From an optimization exercise on the open Yosys and OpenROAD flow, aimed at small area and a short achievable clock period; shortcuts taken in it are not production practice. Function was checked by simulation only, so behaviour that the tests miss may differ from the original. Power and IR drop assume default switching activity.

Setup of the previous run:
Design DilatedCausal1DConv, start of the top module:
module DilatedCausal1DConv (
    input clk,
    input reset,
    input wire [127:0] x,
    output wire [127:0] y,
    input h_write,
    input [7:0] h_index_channel,
    input [7:0] h_index_filter,
    input [7:0] h_value
);
==> flow/config.mk <==
export PLATFORM = sky130hd
export DESIGN_NAME = DilatedCausal1DConv
export DESIGN_NICKNAME = DilatedCausal1DConv
export VERILOG_FILES = /design/flow/design.v
export SDC_FILE = /design/flow/constraint.sdc
export NUM_CORES = 4
export LEC_CHECK = 0
export CAP_MARGIN = 20
export CORE_MARGIN = 2
export CORE_UTILIZATION = 55
export PLACE_DENSITY = 0.65
export SETUP_SLACK_MARGIN = 2.5
export SLEW_MARGIN = 20
export SYNTH_HIERARCHICAL = 1
export TNS_END_PERCENT = 0
==> flow/constraint.sdc <==
create_clock -name core_clock -period 7.0 [get_ports {clk}]
set_input_delay 1.4000 -clock core_clock [delete_from_list [all_inputs] [get_ports {clk}]]
set_output_delay 1.4000 -clock core_clock [all_outputs]
set_load 0.01 [all_outputs]
standard.sh (not shown) runs the stock make flow with config.mk's settings and CLKGATE_MAP_FILE= SYNTH_SCRIPT=/design/flow/synth_recipe.tcl, a recipe that flattens the netlist after the stock synthesis.
==> flow/flow/run.sh <==
#!/bin/bash
set -euo pipefail
export BUFFER_PORTS_ARGS="-buffer_cell sky130_fd_sc_hd__buf_4"
bash standard.sh finish > standard.log 2>&1
#### Input delta (the current run over the previous run)
diff --git a/flow/design.v b/flow/design.v
--- a/flow/design.v
+++ b/flow/design.v
@@ -593,41 +593,50 @@
     dc_fa u534 (.a(c520), .b(s531), .c(c522), .s(s533), .co(c534));
     wire s535, c536;
     dc_fa u536 (.a(c524), .b(s533), .c(c526), .s(s535), .co(c536));
     wire s537 = ~c530;
     wire s538 = ~(s537 ^ c532);
     wire s539 = ~(s538 ^ c534);
     wire s540 = ~(s539 ^ c536);
-    wire pp541, nt542;
-    dc_ha u542 (.a(c284), .b(s317), .s(pp541), .co(nt542));
-    wire pp543, nt544;
-    dc_ha u544 (.a(c318), .b(s357), .s(pp543), .co(nt544));
-    wire pp545, nt546;
-    dc_ha u546 (.a(c358), .b(s397), .s(pp545), .co(nt546));
-    wire pp547, nt548;
-    dc_ha u548 (.a(c398), .b(s435), .s(pp547), .co(nt548));
-    wire pp549, nt550;
-    dc_ha u550 (.a(c436), .b(s467), .s(pp549), .co(nt550));
-    wire pp551, nt552;
-    dc_ha u552 (.a(c468), .b(s493), .s(pp551), .co(nt552));
-    wire pp553, nt554;
-    dc_ha u554 (.a(c494), .b(s513), .s(pp553), .co(nt554));
-    wire pp555, nt556;
-    dc_ha u556 (.a(c514), .b(s527), .s(pp555), .co(nt556));
-    wire pp557, nt558;
-    dc_ha u558 (.a(c528), .b(s535), .s(pp557), .co(nt558));
-    assign r = {s540, nt558, ~pp557, nt556, ~pp555, nt554, ~pp553, nt552, ~pp551, nt550, ~pp549, nt548, ~pp547, nt546, ~pp545, nt544, ~pp543, nt542, pp541, s283, s253, s229, s211, s199, s193};
+    wire pp541, gg542;
+    dc_xor u542 (.a(c284), .b(s317), .y(pp541));
+    dc_nor u543 (.a(c284), .b(s317), .y(gg542));
+    wire pp544, gg545;
+    dc_xor u545 (.a(c318), .b(s357), .y(pp544));
+    dc_nor u546 (.a(c318), .b(s357), .y(gg545));
+    wire pp547, gg548;
+    dc_xor u548 (.a(c358), .b(s397), .y(pp547));
+    dc_nor u549 (.a(c358), .b(s397), .y(gg548));
+    wire pp550, gg551;
+    dc_xor u551 (.a(c398), .b(s435), .y(pp550));
+    dc_nor u552 (.a(c398), .b(s435), .y(gg551));
+    wire pp553, gg554;
+    dc_xor u554 (.a(c436), .b(s467), .y(pp553));
+    dc_nor u555 (.a(c436), .b(s467), .y(gg554));
+    wire pp556, gg557;
+    dc_xor u557 (.a(c468), .b(s493), .y(pp556));
+    dc_nor u558 (.a(c468), .b(s493), .y(gg557));
+    wire pp559, gg560;
+    dc_xor u560 (.a(c494), .b(s513), .y(pp559));
+    dc_nor u561 (.a(c494), .b(s513), .y(gg560));
+    wire pp562, gg563;
+    dc_xor u563 (.a(c514), .b(s527), .y(pp562));
+    dc_nor u564 (.a(c514), .b(s527), .y(gg563));
+    wire pp565, gg566;
+    dc_xor u566 (.a(c528), .b(s535), .y(pp565));
+    dc_nor u567 (.a(c528), .b(s535), .y(gg566));
+    assign r = {~s540, gg566, pp565, gg563, pp562, gg560, pp559, gg557, pp556, gg554, pp553, gg551, pp550, gg548, pp547, gg545, pp544, gg542, pp541, s283, s253, s229, s211, s199, s193};
 endmodule
 module dc_out (
     input  [24:0] r,
     output [7:0] y
 );
-    wire [15:0] g = {1'b0, (~r[23] & ~~r[22]), (~r[21] & ~~r[20]), (~r[19] & ~~r[18]), (~r[17] & ~~r[16]), (~r[15] & ~~r[14]), (~r[13] & ~~r[12]), (~r[11] & ~~r[10]), (~r[9] & ~~r[8]), (~r[7] & ~r[6]), 1'b0, 1'b0, 1'b0, 1'b0, 1'b0, 1'b0};
-    wire [15:0] p = {~r[24], ~r[22], ~r[20], ~r[18], ~r[16], ~r[14], ~r[12], ~r[10], ~r[8], r[6], ~r[5], ~r[4], ~r[3], ~r[2], ~r[1], ~r[0]};
-    wire [15:0] t = {~r[24], ~r[23], ~r[21], ~r[19], ~r[17], ~r[15], ~r[13], ~r[11], ~r[9], ~r[7], ~r[5], ~r[4], ~r[3], ~r[2], ~r[1], ~r[0]};
+    wire [15:0] g = {1'b0, r[23], r[21], r[19], r[17], r[15], r[13], r[11], r[9], r[7], 1'b0, 1'b0, 1'b0, 1'b0, 1'b0, 1'b0};
+    wire [15:0] p = {r[24], r[22], r[20], r[18], r[16], r[14], r[12], r[10], r[8], r[6], ~r[5], ~r[4], ~r[3], ~r[2], ~r[1], ~r[0]};
+    wire [15:0] t = {r[24], (r[22] | r[23]), (r[20] | r[21]), (r[18] | r[19]), (r[16] | r[17]), (r[14] | r[15]), (r[12] | r[13]), (r[10] | r[11]), (r[8] | r[9]), (r[6] | r[7]), ~r[5], ~r[4], ~r[3], ~r[2], ~r[1], ~r[0]};
     wire [7:0] cy;
     wire c15, ir;
     assign cy[0] = 1'b0;
     assign cy[1] = (g[0]);
     assign cy[2] = (g[1]) | (g[0] & p[1]);
     assign cy[3] = (g[2]) | (g[1] & p[2]) | (g[0] & p[1] & p[2]);
     assign cy[4] = (g[3]) | (g[2] & p[3]) | (g[1] & p[2] & p[3]) | (g[0] & p[1] & p[2] & p[3]);
@@ -650,7 +659,13 @@
     assign s = a ^ b ^ c;
     assign co = (a & b) | (a & c) | (b & c);
 endmodule
 module dc_ha (input a, input b, output s, output co);
     assign s = a ^ b;
     assign co = a & b;
 endmodule
+module dc_xor (input a, input b, output y);
+    assign y = a ^ b;
+endmodule
+module dc_nor (input a, input b, output y);
+    assign y = ~(a | b);
+endmodule
Findings:
- For the previous run, the end of the critical path was rv[11][12], unlike the current run, where it was rv[8][12].
- Comparing critical path depth for the previous run and the current run, the bigger number came from the previous run.
- Row share of power burned in registers: the current run higher / the previous run lower
- The current run has less setup slack than the previous run.
- Changes observed in the current run relative to the previous run: total of plain and repair buffers excluding clock buffers went down by 78; average wire per standard cell went up by 0.95%; number of buffer and inverter instances along the worst setup path went down by 1.
- | count of clock-buffer cells in the layout | lower: the current run |
- Between the previous run and the current run, share of post-route cells with drive strength above 1 is lower for the current run, the previous run comes in above that.

## separate check: timing with driven ports
Ports are ideal in the flow. The routed layouts listed here were re-timed in OpenROAD. Step 1 assumes that a clkbuf_16 drives the clock port and a buf_2 every other input. Step 2 also shifts input and output timing later by t, the mid clock arrival at the registers, as if the neighbouring blocks saw the same clock. Three values: ideal, step 1, step 2; two values: the first two.
run | shift t [ns] | slack for setup (ns) | hold slack, ns | worst setup path after step 2
the previous run | 0.940 | 2.503 / 2.421 / 2.503 | 0.329 / 0.329 / 0.329 | register to register
the current run | 0.901 | 2.435 / 2.345 / 2.435 | 0.333 / 0.333 / 0.333 | register to register
After both steps setup and hold are still met in every run listed.
